This is an optimization exercise on Yosys and OpenROAD, whose aim is small area, not a production implementation. Function not checked in this run: the RTL went through the layout flow alone. Power and IR drop assume default switching activity.

File: design/flow/config.mk
export PLATFORM = sky130hd
export DESIGN_NAME = TopVGAGame
export DESIGN_NICKNAME = TopVGAGame
export VERILOG_FILES = /design/flow/design.v
export SDC_FILE = /design/flow/constraint.sdc
export NUM_CORES = 4
export LEC_CHECK = 0
export CAP_MARGIN = 20
export CORE_MARGIN = 2
export CORE_UTILIZATION = 40
export SLEW_MARGIN = 20
File: design/flow/constraint.sdc
create_clock -name core_clock -period 15.4 [get_ports {CLK_65MHz}]
set_input_delay 3.0800 -clock core_clock [delete_from_list [all_inputs] [get_ports {CLK_65MHz}]]
set_output_delay 3.0800 -clock core_clock [all_outputs]
set_load 0.01 [all_outputs]
File: design/flow/design.v
module Freqdiv(
    input Clk,
    input Clear,
    output Tick
    );
    reg [13:0] cnt;
    always @(posedge Clk)
        if (Clear) cnt <= 14'd0;
        else       cnt <= cnt + 14'd1;
    assign Tick = &cnt;
endmodule
module PBdeb(
    input Clk,
    input Clear,
    input Tick,
    input reset_pb,
    output reset_deb
    );
    reg FF1, FF2, FF3;
    always @(posedge Clk)
        if (Clear) begin
            FF1 <= 1'b0; FF2 <= 1'b0; FF3 <= 1'b0;
        end else if (Tick) begin
            FF1 <= reset_pb; FF2 <= FF1; FF3 <= FF2;
        end
    assign reset_deb = FF1 & FF2 & ~FF3;
endmodule
module VGA_CTRL(
    input CLK_65MHz,
    input Clear,
    output HSync,
    output VSync,
    output VideoOn,
    output reg [7:0] HCount,
    output reg [6:0] VCount
    );
    wire hend = (HCount == 8'd167);
    always @(posedge CLK_65MHz)
        if (Clear | hend) HCount <= 8'd0;
        else              HCount <= HCount + 8'd1;
    always @(posedge CLK_65MHz)
        if (Clear)     VCount <= 7'd0;
        else if (hend) VCount <= (VCount == 7'd100) ? 7'd0 : VCount + 7'd1;
    assign HSync = (HCount >= 8'd17);
    assign VSync = (VCount != 7'd0);
    assign VideoOn = (HCount > 8'd37) && (HCount < 8'd165) && (VCount > 7'd4) && (VCount < 7'd100);
endmodule
module VGA_Graphic(
    input CLK_65MHz,
    input Clear,
    input GameOn,
    input VideoOn,
    input GameStartdb,
    input Bar_up,
    input Bar_down,
    input [7:0] HCount,
    input [6:0] VCount,
    output [3:0] Red,
    output [3:0] Green,
    output [3:0] Blue
    );
    reg        game_stop;
    reg [6:0]  bv;
    reg [15:0] bs;
    reg [7:0]  bh;
    reg [16:0] bvp;
    reg        hneg, vneg;
    reg [2:0]  hmag, vel;
    reg [1:0]  hit;
    wire refresh = (HCount == 8'd0) && (VCount == 7'd0);
    wire atwall  = (bh >= 8'd126);
    wire atbar   = (bh <= 8'd40);
    wire hit2   = (hit == 2'd1) && atwall && refresh;
    reg [1:0] hit_ns;
    always @(*)
        if (hit[1])                         hit_ns = 2'd0;
        else if (atwall && refresh)         hit_ns = hit + 2'd1;
        else if (game_stop || GameStartdb)  hit_ns = 2'd0;
        else                                hit_ns = hit;
    reg [15:0] bs_ns;
    always @(*)
        if (hit2)                           bs_ns = bs - 16'd3;
        else if (GameStartdb || game_stop)  bs_ns = 16'd12;
        else                                bs_ns = bs;
    wire [15:0] sh = {9'd0, bv} + bs_ns;      
    wire [16:0] sbot = {sh, 1'b1};
    wire [7:0]  btop = {bv, 1'b0};
    reg [6:0] bv_ns;
    always @(*)
        if (game_stop || !GameOn)                       bv_ns = 7'd6;
        else if (Bar_up && refresh && (bv > 7'd2))      bv_ns = bv - 7'd3;
        else if (Bar_down && refresh && (sbot < 17'd100)) bv_ns = bv + 7'd3;
        else                                            bv_ns = bv;
    wire miss = (bvp > sbot) || ({1'b0, bvp} + 18'd4 < {10'd0, btop});
    wire [3:0] hstep = {1'b0, hmag, 1'b1};
    wire [3:0] vstep = {1'b0, vel, 1'b1};
    always @(posedge CLK_65MHz) begin
        if (Clear) begin
            bh <= 8'd56; bvp <= 17'd25;
        end else if (game_stop) begin
            bh <= 8'd56; bvp <= 17'd25;
        end else if (refresh) begin
            bh  <= hneg ? bh - hstep : bh + hstep;
            bvp <= vneg ? bvp - 17'd5 : bvp + 17'd5;
        end
    end
    always @(posedge CLK_65MHz) begin
        if (Clear) begin
            hneg <= 1'b0; hmag <= 3'd2; vneg <= 1'b0;
        end else if (atwall) begin
            hneg <= 1'b1; hmag <= vel;
        end else if (atbar && !miss) begin
            hneg <= 1'b0; hmag <= vel;
        end else if (bvp <= 17'd4)
            vneg <= 1'b0;
        else if (bvp >= 17'd96)
            vneg <= 1'b1;
    end
    always @(posedge CLK_65MHz) begin
        if (Clear) vel <= 3'd2;
        else if (hit == 2'd2) vel <= vel + 3'd1;
        else if (game_stop || GameStartdb) vel <= 3'd2;
    end
    always @(posedge CLK_65MHz) begin
        if (Clear) begin
            hit <= 2'd0; bs <= 16'd12; bv <= 7'd6;
        end else begin
            hit <= hit_ns; bs <= bs_ns; bv <= bv_ns;
        end
    end
    always @(posedge CLK_65MHz)
        if (Clear)                 game_stop <= 1'b1;
        else if (atbar && miss)    game_stop <= 1'b1;
        else if (GameStartdb)      game_stop <= 1'b0;
        else if (!GameOn)          game_stop <= 1'b1;
    wire [7:0] hd = HCount - bh;
    wire ball_h_on = (hd >= 8'd1) && (hd <= 8'd3) && (HCount > bh);
    wire ball_v_on = (bvp < {10'd0, VCount}) && ({10'd0, VCount} < bvp + 17'd4);
    wire BallOn = ball_h_on && ball_v_on;
    wire BarOn  = (HCount > 8'd37) && (HCount < 8'd40) && ({1'b0, VCount} > btop) && ({10'd0, VCount} < sbot);
    wire WallOn = (HCount > 8'd130) && (HCount < 8'd135);
    wire R = VideoOn & (~GameOn | BallOn | ~(BarOn | WallOn));
    wire G = VideoOn & (~GameOn | ~(BallOn | BarOn | WallOn));
    wire B = VideoOn & (~GameOn | (~BallOn & (BarOn | WallOn)));
    assign Red = {4{R}};
    assign Green = {4{G}};
    assign Blue = {4{B}};
endmodule
module TopVGAGame(
    input CLK_65MHz,
    input Clear,
    input GameOn,
    input GameStart,
    input Bar_up,
    input Bar_down,
    output HSync,
    output VSync,
    output [3:0] Red,
    output [3:0] Green,
    output [3:0] Blue
    );
    wire [7:0] HCount;
    wire [6:0] VCount;
    wire Tick, GameStartdb, VideoOn;
    Freqdiv F1(.Clk(CLK_65MHz), .Clear(Clear), .Tick(Tick));
    PBdeb P1(.Clk(CLK_65MHz), .Clear(Clear), .Tick(Tick), .reset_pb(GameStart), .reset_deb(GameStartdb));
    VGA_CTRL V1(.CLK_65MHz(CLK_65MHz), .Clear(Clear), .HSync(HSync), .VSync(VSync),
                .VideoOn(VideoOn), .HCount(HCount), .VCount(VCount));
    VGA_Graphic V2(.CLK_65MHz(CLK_65MHz), .Clear(Clear), .GameOn(GameOn), .VideoOn(VideoOn),
                   .GameStartdb(GameStartdb), .Bar_up(Bar_up), .Bar_down(Bar_down),
                   .HCount(HCount), .VCount(VCount), .Red(Red), .Green(Green), .Blue(Blue));
endmodule
File: design/flow/run.sh
#!/bin/bash
# synth_recipe.tcl (not shown) runs the flow's synth.tcl, then flattens the netlist and writes it again
# the make line also repeats each setting of config.mk as NAME=value (left out here)
make -C /OpenROAD-flow-scripts/flow DESIGN_CONFIG=/design/flow/config.mk WORK_HOME=/design/flow/orfs CLKGATE_MAP_FILE= SYNTH_SCRIPT=/design/flow/synth_recipe.tcl finish
==> notes.md <==
cell type report:
type	instances	area (um2)	area share, %
multi-input combinational	777	5450	64.9
sequential	91	1820	21.7
tap	260	325	3.87
inverter	63	236	2.81
clock buffer	9	225	2.68
timing repair buffer	24	223	2.65
clock inverter	7	123	1.46
kinds of logic after synthesis:
group / share of synthesized area [%]
simple gates: 23.6
compound gates: 19.6
fa+ha+maj: 17.8
buf+inv: 5.95
flops: 23.6
xor+xnor: 7.59
mux: 1.94
worst min path at each step:
stage	endpoint	slack (ns)	cells after the start
after floorplan	F1.cnt[0]	0.42	1
after global placement	F1.cnt[0]	0.43	1
after detailed placement	F1.cnt[0]	0.44	1
after CTS	F1.cnt[0]	0.45	1
after global routing	F1.cnt[0]	0.49	1
final	F1.cnt[0]	0.45	1
sequential cells by signal, indices dropped and copies added (netlist names), 2 cells and up:
register   cells
F1.cnt        14
V1.HCount      8
V1.VCount      7
V2.bh          8
V2.vel         3
V2.bs         16
V2.hit         2
V2.bv          7
V2.bvp        17
V2.hmag        3
layout by cell type, fill, tap and decap left out, types with 26 or more instances in the layout:
cell type	instances
nor2_1	89
xnor2_1	41
xor2_1	26
o21ai_0	47
a21o_1	35
ha_1	102
dfxtp_1	91
nand2_1	75
nor3_1	26
nand3_1	29
a21oi_1	72
inv_1	63
per-layer routing:
metal	GRT usage (%)	wire, um	vias to the layer above
met5	0	0	-
met4	7.14	546	0
met3	2.85	524	26
met2	29.9	8050	101
met1	26.7	9610	3044
li1	-	-	3452
per-stage QoR:
step | instance area, um2 | hold slack (ns)
after floorplan | 7730 | 0.418
after global placement | 8060 | 0.431
after detailed placement | 8060 | 0.442
after CTS | 8410 | 0.453
after global routing | 8410 | 0.492
final | 8410 | 0.451
power by group:
part,total (W),internal (W),switching (W)
logic,0.0000386,0.0000148,0.0000239
clock network,0.000264,0.000160,0.000104
registers,0.000239,0.000236,0.00000225
worst max-delay path: stages (launching register included):
cell and delay [ns]:
dfxtp_1 0.48, inv_1 0.14, ha_1 0.22, nor3b_2 0.17, and4_1 0.19, buf_4 0.24
a31oi_2 0.50, nand2_1 0.09, o21ai_0 0.11, ha_1 0.20, inv_1 0.05, fa_1 0.39
nor2b_1 0.11, o21ai_0 0.07, nand2b_1 0.12, a21o_1 0.14, a31oi_1 0.15, or3_1 0.50
nor4bb_1 0.19, or3_1 0.37, o2111a_2 0.23, a21bo_2 0.21, a21oi_1 0.25, clkdlybuf4s50_1 0.59
==> results.toml <==
[outcome]
outcome = "timing/DRC/antenna clean"

[synth]
synth.ff_latch_count = 91
synth_cell_type_count = 69
synth_area_leaders = "dfxtp_1 (24%), ha_1 (16%), a21oi_1 (4.7%)"
yosysTopAreaCellShare_pct = 23.6
synth_common_cells = "ha_1 (102), dfxtp_1 (91), nor2_1 (89)"
yosysSeqAreaShare_pct = 23.6
syn-num-nets = 1086
synth_ff_type = "dfxtp_1"
synth_enable_flop_cells = 0
syn-cell-area_um2 = 7730
syn_avg_cell_area_um2 = 7.95
async_flop_share_pct = 0
yosysWarningCount = 4
synth_top_area_cell = "dfxtp_1"
syn_inst = 973
synth.most_common_cell = "ha_1"

[setup_path]
r2r_start = "V1.VCount[1]"
cp-endpoint = "Blue[2]"
critical_path_class = "flop to output pin"
crit_start = "V1.VCount[1]"
reg2reg_depth = 28
worst_ep_required_time_ns = 12.32
reg2reg_slack_ns = 8.87
reg2reg_to = "V2.hmag[1]"
crit_path_end_kind = "output pin"
critPathArrivalTime_ns = 6.09
critPathMaxFanout = 28
cp-start-kind = "flop"

[clocking]
cts-buffers-inserted = 9
clk_pin_slew_ns = 0.07
clkLatencyLatePin_ns = 0.35
clkSinkCount = 91
root_buffer = "clkbuf_16"
cts_hold_buf = 0
cts_buffer_depth = 2
cts_setup_buffers = 0
cts_max_level = 3
cts_tree = "built"
ctsResizeCount = 0

[sta]
final.min_clock_period_ns = 9.17
setup_viol = 0
finClkSkew_ns = 0.0108
grt_setup_unrepaired = "false"
setup_tns_ns = 0
post-route-period-util_pct = 59.6
final-max-slew-violation-count = 0
hold_viol = 0
worst_slack_ns = 6.23
worst_pin_slew_ns = 0.969
fmax_mhz = 109
maxSlewHeadroom_pct = 34.6

[power]
ir_drop_mv = 0.0372
power_leakage_nw = 3.44
power_w = 0.000541
p_per_area_nw_per_um2 = 64.4

[detailed_routing]
wl_per_cell_um = 15.2
drtIter0Drc = 475
firstDrtPassIters = 6
via_per_inst = 5.38
via_count = 6623
drc = 0
routed_wl_um = 18700
ant_nets = 0

[floorplan]
initial_core_util_pct = 41.1
die_w_um = 143
die_area_um2 = 20500
std_cell_rows = 50
die_h_um = 143
ios = 20
coreArea_um2 = 18800

[min_path]
hp-start = "F1.cnt[0]"
hp-class = "flop to flop"

[finish]
num_antenna_cells = 0
final_core_util_pct = 44.6
stdcell_count = 1231
syn_to_final_growth_pct = 8.69
nNetsFinal = 1079
drive_above_1_share_pct = 4.63
fillerInstances = 1848

[placed_design]
gp_congestion = 0.880
place_ws_ns = 6.62
portBuffers = 19
dp_cells = 1215
hpwlAfterDp_um = 14100

[grt]
grt_first_pass_wirelength_um = 31500
overflow = 0
grt_max_degree = 52
antenna_found_initial = 0
first_global_vias = 6216
track_usage_pct = 19.2

[run]
cap_violations = 0

what the ideal ports hide:
In the flow no input, the clock included, has a driving cell. The finished layout below was timed again as built, in two steps. Step 1, drivers: a clkbuf_16 drives CLK_65MHz and a buf_2 each remaining input, both assumed. Step 2 moves the port delays by t, midway between the first and last clock arrival at a register: inputs arrive t later, outputs are due t later. That takes back most of the time a late clock gives input paths. a / b / c = ideal / step 1 / step 2; a / b = the first two.
t, ns: 0.392
slack for setup (ns): 6.229 / 6.184 / 6.576
worst hold slack (ns): 0.451 / 0.451 / 0.451
After both steps this run still meets setup and hold. The setup slack of this run moves by -0.045 ns with the drivers and by +0.347 ns with both steps.
